This design comes from an exercise in tuning for small area on the open sky130 flow, not from production work. In this exercise RTL edits were held to simulation tests only and were not proved equivalent to the original. No activity file was given, so power comes from the tool's default toggle rates.

**flow/design.v**
```verilog
module CM_ARB_REQ_PRI
   #(
   parameter REQ_NUM                 = 2,
   parameter PRI_WIDTH               = 1,
   parameter PRI_NUM                 = 1 << PRI_WIDTH
   )
   (
   input                           [REQ_NUM-1:0] req,
   input                 [PRI_WIDTH*REQ_NUM-1:0] pri,
   output                          [REQ_NUM-1:0] req_tmp,
   output reg                    [PRI_WIDTH-1:0] pri_max
   );
reg                                              find_one;
reg                      [PRI_WIDTH*REQ_NUM-1:0] pri_tmp;
reg                                [REQ_NUM-1:0] req_pri[PRI_WIDTH:0];
always@*
begin : REQ_PRI_PROC
  integer ix,iy;
  req_pri[PRI_WIDTH]    = req;
  pri_tmp               = pri;
  pri_max               = {PRI_WIDTH{1'b0}};
  for(ix = PRI_WIDTH-1;ix >= 0;ix = ix-1)
  begin
    find_one = 1'b0;
    for(iy = REQ_NUM-1;iy >= 0;iy = iy-1)
    begin
      find_one          = (pri_tmp[iy*PRI_WIDTH+ix] & req_pri[ix+1][iy]) | find_one;
	    if (find_one == 1'b1)
      begin
        req_pri[ix][iy] = (pri_tmp[iy*PRI_WIDTH+ix] & req_pri[ix+1][iy]);
	      pri_max[ix]     = 1'b1;
      end
	    else
	    begin
	      req_pri[ix]     = req_pri[ix+1];  
      end
	  end
  end
end
assign req_tmp          = req_pri[0];
endmodule
module CM_ARB_DP
  #(
   parameter REQ_NUM                   = 2,
   parameter PRI_WIDTH                 = 1
   )
   (
   input                                         clk,
   input                                         rst_n,
   input                           [REQ_NUM-1:0] req,
   input                 [PRI_WIDTH*REQ_NUM-1:0] pri,
   input                                         ready,
   output                          [REQ_NUM-1:0] gnt,
   output reg                      [REQ_NUM-1:0] last_gnt
   );
reg                                [REQ_NUM-1:0] req_tmp;
reg                                [REQ_NUM-1:0] gnt_c;
CM_ARB_REQ_PRI
   #(
    .REQ_NUM                           (REQ_NUM                                ),
    .PRI_WIDTH                         (PRI_WIDTH                              )
    )
U_CM_ARB_REQ_PRI_0(
    .req                               (req                                    ),
    .pri                               (pri                                    ),
    .req_tmp                           (req_tmp                                ),
    .pri_max                           (                                       )
    );
always@*
begin : GRANT_C_PROC
    integer ix;
    gnt_c               = {REQ_NUM{1'b0}};
  if(rst_n == 1'b0)
    gnt_c               = {REQ_NUM{1'b0}};
  else
  begin
    for(ix = REQ_NUM-1; ix >= 0; ix=ix-1)
    begin
        if(req_tmp[ix] == 1'b1)
          gnt_c         = {{(REQ_NUM-1){1'b0}},1'b1} << ix;
    end
  end
end
always@(posedge clk or negedge rst_n)
begin : LAST_GRANT_PROC
    if(rst_n == 1'b0)
      last_gnt          <= {REQ_NUM{1'b0}};
    else if ((last_gnt != gnt) && (ready == 1'b1))
      last_gnt          <= gnt;
end
assign gnt              = (ready == 1'b0) ? {REQ_NUM{1'b0}} : gnt_c;
endmodule
module decoder(
    input [31:0] HADDR,
    output reg s0_HSEL,
    output reg s1_HSEL,
    output reg s2_HSEL,
    output reg s3_HSEL,
    output reg s4_HSEL,
    output reg s5_HSEL,
    output reg s6_HSEL
);
always @* begin
    s0_HSEL = 1'b0;
    s1_HSEL = 1'b0;
    s2_HSEL = 1'b0;
    s3_HSEL = 1'b0;
    s4_HSEL = 1'b0;
    s5_HSEL = 1'b0;
    s6_HSEL = 1'b0;
    case(HADDR[31:28])
        4'h0: s0_HSEL = 1'b1;
        4'h1: s1_HSEL = 1'b1;
        4'h2: s2_HSEL = 1'b1;
        4'h3: s3_HSEL = 1'b1;
        4'h4: s4_HSEL = 1'b1;
        4'h5: s5_HSEL = 1'b1;
        4'h6: s6_HSEL = 1'b1;
    endcase
end
endmodule
module m2s_mux(    
    input [1:0]       Master_Sel_A,
    input [1:0]       Master_Sel_D,
    input [31:0]      M0_HADDR,
    input [2:0]       M0_HBURST,
    input             M0_HMASTLOCK,
    input [3:0]       M0_HPROT,
    input [2:0]       M0_HSIZE,
    input [1:0]       M0_HTRANS,
    input [31:0]      M0_HWDATA,
    input             M0_HWRITE,
    input [31:0]      M1_HADDR,
    input [2:0]       M1_HBURST,
    input             M1_HMASTLOCK,
    input [3:0]       M1_HPROT,
    input [2:0]       M1_HSIZE,
    input [1:0]       M1_HTRANS,
    input [31:0]      M1_HWDATA,
    input             M1_HWRITE,
    input [31:0]      M2_HADDR,
    input [2:0]       M2_HBURST,
    input             M2_HMASTLOCK,
    input [3:0]       M2_HPROT,
    input [2:0]       M2_HSIZE,
    input [1:0]       M2_HTRANS,
    input [31:0]      M2_HWDATA,
    input             M2_HWRITE,
    input [31:0]      M3_HADDR,
    input [2:0]       M3_HBURST,
    input             M3_HMASTLOCK,
    input [3:0]       M3_HPROT,
    input [2:0]       M3_HSIZE,
    input [1:0]       M3_HTRANS,
    input [31:0]      M3_HWDATA,
    input             M3_HWRITE,
    output reg [31:0] HADDR,
    output reg [2:0]  HBURST,
    output reg        HMASTLOCK,
    output reg [3:0]  HPROT,
    output reg [2:0]  HSIZE,
    output reg [1:0]  HTRANS,
    output reg [31:0] HWDATA,
    output reg        HWRITE
);
always @* begin
    case(Master_Sel_A)
        2'b00:begin
            HADDR     = M0_HADDR;
            HBURST    = M0_HBURST;
            HMASTLOCK = M0_HMASTLOCK;
            HPROT     = M0_HPROT;
            HSIZE     = M0_HSIZE;
            HTRANS    = M0_HTRANS;
            HWRITE    = M0_HWRITE;
        end
        2'b01:begin
            HADDR     = M1_HADDR;
            HBURST    = M1_HBURST;
            HMASTLOCK = M1_HMASTLOCK;
            HPROT     = M1_HPROT;
            HSIZE     = M1_HSIZE;
            HTRANS    = M1_HTRANS;
            HWRITE    = M1_HWRITE;
        end
        2'b10:begin
            HADDR     = M2_HADDR;
            HBURST    = M2_HBURST;
            HMASTLOCK = M2_HMASTLOCK;
            HPROT     = M2_HPROT;
            HSIZE     = M2_HSIZE;
            HTRANS    = M2_HTRANS;
            HWRITE    = M2_HWRITE;
        end
        2'b11:begin
            HADDR     = M3_HADDR;
            HBURST    = M3_HBURST;
            HMASTLOCK = M3_HMASTLOCK;
            HPROT     = M3_HPROT;
            HSIZE     = M3_HSIZE;
            HTRANS    = M3_HTRANS;
            HWRITE    = M3_HWRITE;
        end
        default:begin
            HADDR     = M0_HADDR;
            HBURST    = M0_HBURST;
            HMASTLOCK = M0_HMASTLOCK;
            HPROT     = M0_HPROT;
            HSIZE     = M0_HSIZE;
            HTRANS    = M0_HTRANS;
            HWRITE    = M0_HWRITE;
        end
    endcase
end
always @* begin
    case(Master_Sel_D)
        2'b00:begin
            HWDATA = M0_HWDATA;
        end
        2'b01:begin
            HWDATA = M1_HWDATA;
        end
        2'b10:begin
            HWDATA = M2_HWDATA;
        end
        2'b11:begin
            HWDATA = M3_HWDATA;
        end
        default:begin
            HWDATA = M0_HWDATA;
        end
    endcase
end
endmodule
module s2m_mux(
    input            HCLK,
    input            HRESETn,
    input            s0_HSEL,
    input            s1_HSEL,
    input            s2_HSEL,
    input            s3_HSEL,
    input            s4_HSEL,
    input            s5_HSEL,
    input            s6_HSEL,
    input [31:0]     s0_HRDATA,
    input            s0_HREADYOUT,
    input            s0_HRESP,
    output           s0_HREADY,
    input [31:0]     s1_HRDATA,
    input            s1_HREADYOUT,
    input            s1_HRESP,
    output           s1_HREADY,
    input [31:0]     s2_HRDATA,
    input            s2_HREADYOUT,
    input            s2_HRESP,
    output           s2_HREADY,
    input [31:0]     s3_HRDATA,
    input            s3_HREADYOUT,
    input            s3_HRESP,
    output           s3_HREADY,
    input [31:0]     s4_HRDATA,
    input            s4_HREADYOUT,
    input            s4_HRESP,
    output           s4_HREADY,
    input [31:0]     s5_HRDATA,
    input            s5_HREADYOUT,
    input            s5_HRESP,
    output           s5_HREADY,
    input [31:0]     s6_HRDATA,
    input            s6_HREADYOUT,
    input            s6_HRESP,
    output           s6_HREADY,
    output reg [31:0] HRDATA,
    output reg        HREADY,
    output reg        HRESP
);
reg [2:0] sel;
reg [2:0] nxt_sel;
always @(posedge HCLK or negedge HRESETn) begin
    if(HRESETn == 1'b0)begin
        sel <= 3'b0;
    end
    else if(HREADY == 1'b1)begin
        sel <= nxt_sel;
    end
end
always @* begin
    case({s6_HSEL,s5_HSEL,s4_HSEL,s3_HSEL,s2_HSEL,s1_HSEL,s0_HSEL})
        7'b000_0001: nxt_sel = 3'b001;
        7'b000_0010: nxt_sel = 3'b010;
        7'b000_0100: nxt_sel = 3'b011;
        7'b000_1000: nxt_sel = 3'b100;
        7'b001_0000: nxt_sel = 3'b101;
        7'b010_0000: nxt_sel = 3'b110;
        7'b100_0000: nxt_sel = 3'b111;
        default:     nxt_sel = 3'b000;
    endcase
end
always @* begin
    case(sel)
        3'b000:begin
            HRDATA = 32'b0;
            HREADY = 1'b1;
            HRESP  = 1'b0;
        end
        3'b001:begin
            HRDATA = s0_HRDATA;
            HREADY = s0_HREADYOUT;
            HRESP  = s0_HRESP;
        end
        3'b010:begin
            HRDATA = s1_HRDATA;
            HREADY = s1_HREADYOUT;
            HRESP  = s1_HRESP;
        end
        3'b011:begin
            HRDATA = s2_HRDATA;
            HREADY = s2_HREADYOUT;
            HRESP  = s2_HRESP;
        end
        3'b100:begin
            HRDATA = s3_HRDATA;
            HREADY = s3_HREADYOUT;
            HRESP  = s3_HRESP;
        end
        3'b101:begin
            HRDATA = s4_HRDATA;
            HREADY = s4_HREADYOUT;
            HRESP  = s4_HRESP;
        end
        3'b110:begin
            HRDATA = s5_HRDATA;
            HREADY = s5_HREADYOUT;
            HRESP  = s5_HRESP;
        end
        3'b111:begin
            HRDATA = s6_HRDATA;
            HREADY = s6_HREADYOUT;
            HRESP  = s6_HRESP;
        end
        default:begin
            HRDATA = 32'b0;
            HREADY = 1'b1;
            HRESP  = 1'b0;
        end
    endcase
end
assign s0_HREADY = HREADY & s0_HSEL;
assign s1_HREADY = HREADY & s1_HSEL;
assign s2_HREADY = HREADY & s2_HSEL;
assign s3_HREADY = HREADY & s3_HSEL;
assign s4_HREADY = HREADY & s4_HSEL;
assign s5_HREADY = HREADY & s5_HSEL;
assign s6_HREADY = HREADY & s6_HSEL;
endmodule
module ahb_lite_matrix(
    input             HCLK,
    input             HRESETn,
    input [31:0]      M0_HADDR,
    input [2:0]       M0_HBURST,
    input             M0_HMASTLOCK,
    input [3:0]       M0_HPROT,
    input [2:0]       M0_HSIZE,
    input [1:0]       M0_HTRANS,
    input [31:0]      M0_HWDATA,
    input             M0_HWRITE,
    output            M0_HREADY,
    output reg        M0_HRESP,
    input [1:0]       M0_Pri,
    input [31:0]      M1_HADDR,
    input [2:0]       M1_HBURST,
    input             M1_HMASTLOCK,
    input [3:0]       M1_HPROT,
    input [2:0]       M1_HSIZE,
    input [1:0]       M1_HTRANS,
    input [31:0]      M1_HWDATA,
    input             M1_HWRITE,
    output            M1_HREADY,
    output reg        M1_HRESP,
    input [1:0]       M1_Pri,
    input [31:0]      M2_HADDR,
    input [2:0]       M2_HBURST,
    input             M2_HMASTLOCK,
    input [3:0]       M2_HPROT,
    input [2:0]       M2_HSIZE,
    input [1:0]       M2_HTRANS,
    input [31:0]      M2_HWDATA,
    input             M2_HWRITE,
    output            M2_HREADY,
    output reg        M2_HRESP,
    input [1:0]       M2_Pri,
    input [31:0]      M3_HADDR,
    input [2:0]       M3_HBURST,
    input             M3_HMASTLOCK,
    input [3:0]       M3_HPROT,
    input [2:0]       M3_HSIZE,
    input [1:0]       M3_HTRANS,
    input [31:0]      M3_HWDATA,
    input             M3_HWRITE,
    output            M3_HREADY,
    output reg        M3_HRESP,
    input [1:0]       M3_Pri,
    output  [31:0] HADDR,
    output  [2:0]  HBURST,
    output         HMASTLOCK,
    output  [3:0]  HPROT,
    output  [2:0]  HSIZE,
    output  [1:0]  HTRANS,
    output  [31:0] HWDATA,
    output         HWRITE,
    output           s0_HSEL,
    output           s1_HSEL,
    output           s2_HSEL,
    output           s3_HSEL,
    output           s4_HSEL,
    output           s5_HSEL,
    output           s6_HSEL,
    input [31:0]     s0_HRDATA,
    input            s0_HREADYOUT,
    input            s0_HRESP,
    output           s0_HREADY,
    input [31:0]     s1_HRDATA,
    input            s1_HREADYOUT,
    input            s1_HRESP,
    output           s1_HREADY,
    input [31:0]     s2_HRDATA,
    input            s2_HREADYOUT,
    input            s2_HRESP,
    output           s2_HREADY,
    input [31:0]     s3_HRDATA,
    input            s3_HREADYOUT,
    input            s3_HRESP,
    output           s3_HREADY,
    input [31:0]     s4_HRDATA,
    input            s4_HREADYOUT,
    input            s4_HRESP,
    output           s4_HREADY,
    input [31:0]     s5_HRDATA,
    input            s5_HREADYOUT,
    input            s5_HRESP,
    output           s5_HREADY,
    input [31:0]     s6_HRDATA,
    input            s6_HREADYOUT,
    input            s6_HRESP,
    output           s6_HREADY,
    output [31:0] HRDATA
);
wire HREADY,HRESP;
reg occupied,nxt_occupied;
reg [3:0] control,nxt_control;
wire control_continue;
wire arb_ready;
reg [1:0] Master_Sel_A,Master_Sel_D;
wire [3:0] Mst_req;
wire [3:0] Mst_grant,Mst_last_grant;
wire [7:0] Mst_pri;
wire [3:0] HREADY_MST;
assign Mst_pri = {M3_Pri,M2_Pri,M1_Pri,M0_Pri};
assign Mst_req[0] = |M0_HTRANS;
assign Mst_req[1] = |M1_HTRANS;
assign Mst_req[2] = |M2_HTRANS;
assign Mst_req[3] = |M3_HTRANS;
assign control_continue = |(control & Mst_req);
assign arb_ready = (occupied == 1'b0) | ((occupied == 1'b1) & (control_continue == 1'b0));
always @* begin
    if(arb_ready == 1'b1)begin
        case(Mst_grant)
            4'b0001: Master_Sel_A = 2'b00;
            4'b0010: Master_Sel_A = 2'b01;
            4'b0100: Master_Sel_A = 2'b10;
            4'b1000: Master_Sel_A = 2'b11;
            default: Master_Sel_A = 2'b00;
        endcase
    end
    else begin
        case(control)
            4'b0001: Master_Sel_A = 2'b00;
            4'b0010: Master_Sel_A = 2'b01;
            4'b0100: Master_Sel_A = 2'b10;
            4'b1000: Master_Sel_A = 2'b11;
            default: Master_Sel_A = 2'b00;
        endcase
    end
end
always @(posedge HCLK or negedge HRESETn) begin
    if(HRESETn == 1'b0)begin
        occupied <= 1'b0;
    end
    else begin
        occupied <= nxt_occupied;
    end
end
always @* begin
    if(arb_ready == 1'b1)begin
        if((|Mst_req) == 1'b1)begin
            nxt_occupied = 1'b1;
        end
        else begin
            nxt_occupied = 1'b0;
        end
    end
    else begin
        nxt_occupied = 1'b1;
    end
end
always @(posedge HCLK or negedge HRESETn) begin
    if(HRESETn == 1'b0)begin
        control <= 4'b0000;
    end
    else begin
        control <= nxt_control;
    end
end
always @* begin
    if(arb_ready == 1'b1)begin
        if((|Mst_req) == 1'b1)begin
            nxt_control = Mst_grant;
        end
        else begin
            nxt_control = 4'b0;
        end
    end
    else begin
        nxt_control = 4'b0;
    end
end
always @(posedge HCLK or negedge HRESETn) begin
    if(HRESETn == 1'b0)begin
        Master_Sel_D <= 2'b00;
    end
    else begin
        if(HREADY == 1'b1)
            Master_Sel_D <= Master_Sel_A;
    end
end
always @* begin
    M0_HRESP = 1'b0;
    M1_HRESP = 1'b0;
    M2_HRESP = 1'b0;
    M3_HRESP = 1'b0;
    case(Master_Sel_D)
        2'b00: M0_HRESP = HRESP;
        2'b01: M1_HRESP = HRESP;
        2'b10: M2_HRESP = HRESP;
        2'b11: M3_HRESP = HRESP;
    endcase
end
assign HREADY_MST = HREADY ? (Mst_grant | Mst_last_grant) : 4'b0;
assign M0_HREADY  = HREADY_MST[0];
assign M1_HREADY  = HREADY_MST[1];
assign M2_HREADY  = HREADY_MST[2];
assign M3_HREADY  = HREADY_MST[3];
CM_ARB_DP#(
    .REQ_NUM                   (4),
    .PRI_WIDTH                 (2)
    ) U_arbiter
    (
    .clk        (HCLK),
    .rst_n      (HRESETn),
    .req        (Mst_req),
    .pri        (Mst_pri),
    .ready      (arb_ready),
    .gnt        (Mst_grant),
    .last_gnt   (Mst_last_grant)
    );
decoder U_decoder(
    .*
);
m2s_mux U_m2s_mux(    
    .*
);
s2m_mux U_s2m_mux(
    .*
);
endmodule
```
**flow/run.sh**
```bash
#!/bin/bash
# synth_recipe.tcl (not shown) runs the flow's synth.tcl, then flattens the netlist and writes it again
# the make line also repeats each setting of config.mk as NAME=value (left out here)
make -C /OpenROAD-flow-scripts/flow DESIGN_CONFIG=/design/flow/config.mk WORK_HOME=/design/flow/orfs CLKGATE_MAP_FILE= SYNTH_SCRIPT=/design/flow/synth_recipe.tcl finish
```
**flow/config.mk**
```make
export PLATFORM = sky130hd
export DESIGN_NAME = ahb_lite_matrix
export DESIGN_NICKNAME = ahb_lite_matrix
export VERILOG_FILES = /design/flow/design.v
export SDC_FILE = /design/flow/constraint.sdc
export NUM_CORES = 4
export LEC_CHECK = 0
export CAP_MARGIN = 20
export CORE_AREA = 5 5 245 245
export DIE_AREA = 0 0 250 250
export SLEW_MARGIN = 20
```
**flow/constraint.sdc**
```tcl
create_clock -name core_clock -period 7.0 [get_ports {HCLK}]
set_input_delay 1.4000 -clock core_clock [delete_from_list [all_inputs] [get_ports {HCLK}]]
set_output_delay 1.4000 -clock core_clock [all_outputs]
set_load 0.01 [all_outputs]
```
==> summary.txt <==
Place
  – Port bufs: between 600 and 700
  – Global placer's final weighted congestion: 0.980
  – Dpl ws: 0.668 ns
  – DPL Wire Length: between 40000 and 50000 µm

Synthesis
  – Synth top cells by count: 113 x nand2_1, 55 x nor2_1, 50 x mux4_2
  – Post-synth EDFFs: 0
  – Warnings from Yosys: 7
  – Synth Cell Area: approximately 5000 µm²
  – Syn Area/Cell: just under 8 µm²
  – Sequential share of the synthesized area: ~6.8%
  – Post-synthesis register bit count: 14
  – Post-synth top area share: between 20 and 25%
  – Most frequent cell after synthesis: nand2_1
  – Top_reg_cell synth: dfrtp_1
  – Largest area contributor in the netlist: mux4_2
  – Cell variety after synth: slightly below 60
  – Async set-or-reset flop fraction in the synthesized netlist: between 90% and 100%
  – Cell count after synthesis: roughly 660
  – Syn Nets: between 1000 and 1500
  – Synth area leaders: mux4_2 22%, nand2_1 8.3%, dfrtp_1 6.8%

Power
  – Worst VDD drop: between 0.1 and 0.15 mV
  – Power density over cell area: approximately 220 nW/µm²
  – Pleak: around 4.4 nW

CTS
  – TritonCTS buffer count: 3
  – Clk root buf: clkbuf_16
  – CTS sink cnt: 14
  – Post-CTS setup buffers: 0
  – Worst-Skew Late Latency: 0.25 ns
  – Post-CTS Resized: 0
  – Max H-tree Level: 1
  – Hold_buf cts: 0
  – CTS tree: built
  – Clock slew at reported path FFs: 0.05 ns
  – Maximum root-to-sink buffer count: 2

Cells and area
  – Final nets: between 1500 and 2000
  – Share of cells above drive strength 1: between 10% and 20%
  – Layout area overhead: 154%
  – Fillers: roughly 6300

Global routing
  – Initial antenna violation count: 43
  – Global router's overall resource usage: approximately 15%
  – GR Overflow Total: 0
  – Vias in the first global route: between 9000 and 10000
  – First-pass GRT wire length: approximately 68000 µm
  – Largest net degree at the start of global routing: 85

Detailed routing
  – First DRT Iteration DRCs: between 400 and 500
  – Remaining antenna violation count: 0
  – DRC: 0
  – Via/cell ratio: 4.08
  – Post-DR wirelength/cell: approximately 24 µm
  – Via count: between 8000 and 9000
  – Routed WL: ~50000 µm
  – TritonRoute pass-1 iters: 5

STA
  – Period utilisation layout: approximately 90%
  – Worst setup margin: between 0.5 and 0.6 ns
  – Final setup violation count: 0
  – Final hold vios: 0
  – Fmax achieved: about 160 MHz
  – Relative slew slack: between 20% and 30%
  – Post-route minimum period: ~6.4 ns
  – Clock skew: roughly 0.0046 ns
  – Slew @ Worst Pin: 1.05 ns
  – Setup tns final: 0 ns
  – Slew Limit Fails: 0
  – Unrepaired setup endpoints after global routing: false
  – Hold slack: 0.544 ns

Floorplanning
  – Area of the die: 62500 µm²
  – Chip Width: ~250 µm
  – I/O pins: 692
  – Die Span Y: about 250 µm
  – CORE AREA: approximately 57000 µm²
  – Row cnt: between 80 and 90
  – Starting density of the core: between 8 and 9%

Worst setup path
  – CP arrival: between 5 and 6 ns
  – Worst path required time: around 5.6 ns
  – Crit Path Max Fanout: 10
  – Setup CP Type: in -> out
  – CP Launch Type: primary input
  – Critical Path End Type: output port

Min path
  – Min-delay worst type: reg -> reg

Job
  – Max cap viols: 0

Outcome
  – Status: no timing/DRC/antenna violations
-- logic make-up (layout without fill, tap and decap cells) --
kind of cell | after synthesis | count (layout) | share of synthesized area [%]
simple gates | 256 | 256 | 23.5
compound gates | 199 | 199 | 29.3
mux | 99 | 99 | 32.2
buf+inv | 83 | 725 | 6.62
flops | 14 | 14 | 6.82
fa+ha+maj | 4 | 4 | 0.974
xor+xnor | 3 | 3 | 0.511
other cells | 0 | 14 | 0
-- path summary, 6_finish.rpt --
kind                                        from               endpoint  slack (ns)  depth (start not counted)
max                                 M3_HTRANS[0]              s2_HREADY        0.57                         12
min                        U_arbiter.last_gnt[1]  U_arbiter.last_gnt[1]        0.54                          2
min reg2reg                U_arbiter.last_gnt[1]  U_arbiter.last_gnt[1]        0.54                          2
min in group asynchronous                HRESETn  U_arbiter.last_gnt[0]        1.66                          2
max in group asynchronous                HRESETn        Master_Sel_D[0]        5.15                          2
max reg2reg                     U_s2m_mux.sel[1]       U_s2m_mux.sel[2]        3.88                          9
-- placed cells by master (no fill, tap or decap), types with 4 or more instances in the layout --
cell type / n
diode_2: 14
and2_1: 34
a221o_1: 7
buf_4: 12
a21oi_1: 10
a211oi_1: 42
dfrtp_1: 10
nand2_1: 113
nor2b_1: 6
and2_0: 11
nor3_1: 7
a221oi_1: 28
nor2_1: 55
mux2i_1: 18
a31oi_1: 45
mux2_2: 31
o22ai_1: 7
clkdlybuf4s50_1: 691
dfrtp_2: 4
mux4_2: 50
o21ai_0: 26
ha_1: 4
nand3_1: 6
inv_1: 14
a22oi_1: 12
nor3_2: 4
-- sequential cells by signal, summed over array words and instances (netlist names) --
name	cells
U_arbiter.last_gnt	4
control	4
U_s2m_mux.sel	3
Master_Sel_D	2
occupied	1
-- per-stage QoR --
| step | total power [mW] | utilization, % | instances | cell area, µm² |
|---|---|---|---|---|
| floorplan | 1.39 | - | 658 | 5140 |
| global placement | 2.77 | 22.5 | 2061 | 12900 |
| detailed placement | 2.77 | 22.5 | 2061 | 12900 |
| CTS | 2.91 | 22.7 | 2065 | 13000 |
| global route | 3.06 | 22.7 | 2077 | 13000 |
| finish | 2.87 | 22.7 | 2079 | 13000 |
-- power breakdown --
group / internal [mW] / switching [mW] / leakage (nW)
Sequential: 0.106 / 0.0512 / 0.177
Combinational: 1.37 / 1.22 / 4.15
Clock: 0.0867 / 0.0355 / 0.0442
-- critical path, cell delays in order --
cell	delay, ns
clkdlybuf4s50_1	0.52
o21ai_2	0.25
o211ai_2	0.09
and2_4	0.14
o21a_4	0.21
o21a_1	0.22
a21oi_4	0.45
a21oi_2	0.10
a32oi_4	0.31
nand2b_1	0.23
nor3_1	0.47
clkdlybuf4s50_1	0.64
-- layer usage --
layer  part of all wire, %  vias up  global-route usage, %
met4                   3.8       10                   6.14
li1                      -     3839                      -
met1                    34     3977                   14.7
met2                    54      550                   28.5
met5                  0.14        -                      0
met3                   8.5      104                   4.88
-- layout make-up --
cell class,count,area [µm²],area share (%)
sequential,14,355,2.73
inverter,15,56.3,0.432
clock buffer,4,88.8,0.682
timing repair buffer,706,7070,54.2
tap,765,957,7.35
antenna,14,35.0,0.269
multi-input combinational,561,4470,34.3

[static timing again, ports no longer ideal]
Ports are ideal in the flow. The routed layout listed here was re-timed in OpenROAD. Step 1, drivers: a clkbuf_16 drives HCLK and a buf_2 each remaining input, both assumed. Step 2 adds t to the input delays and takes it off the output delays; t is the mean of the earliest and latest rising clock arrival at the registers after step 1. Input paths then give back, and output paths get back, about the clock's delay inside the block. Three values: no drivers, after step 1, after step 2; two values: the first two.
t (ns): 0.292
setup slack, ns: 0.565 / 0.536 / 0.536
latest minus earliest clock arrival (ns): 0.004 / 0.005
slew at the worst register clock pin (ns): 0.05 / 0.05
After both steps this run still meets setup and hold. The setup slack of this run moves by -0.029 ns with the drivers and by -0.029 ns with both steps.
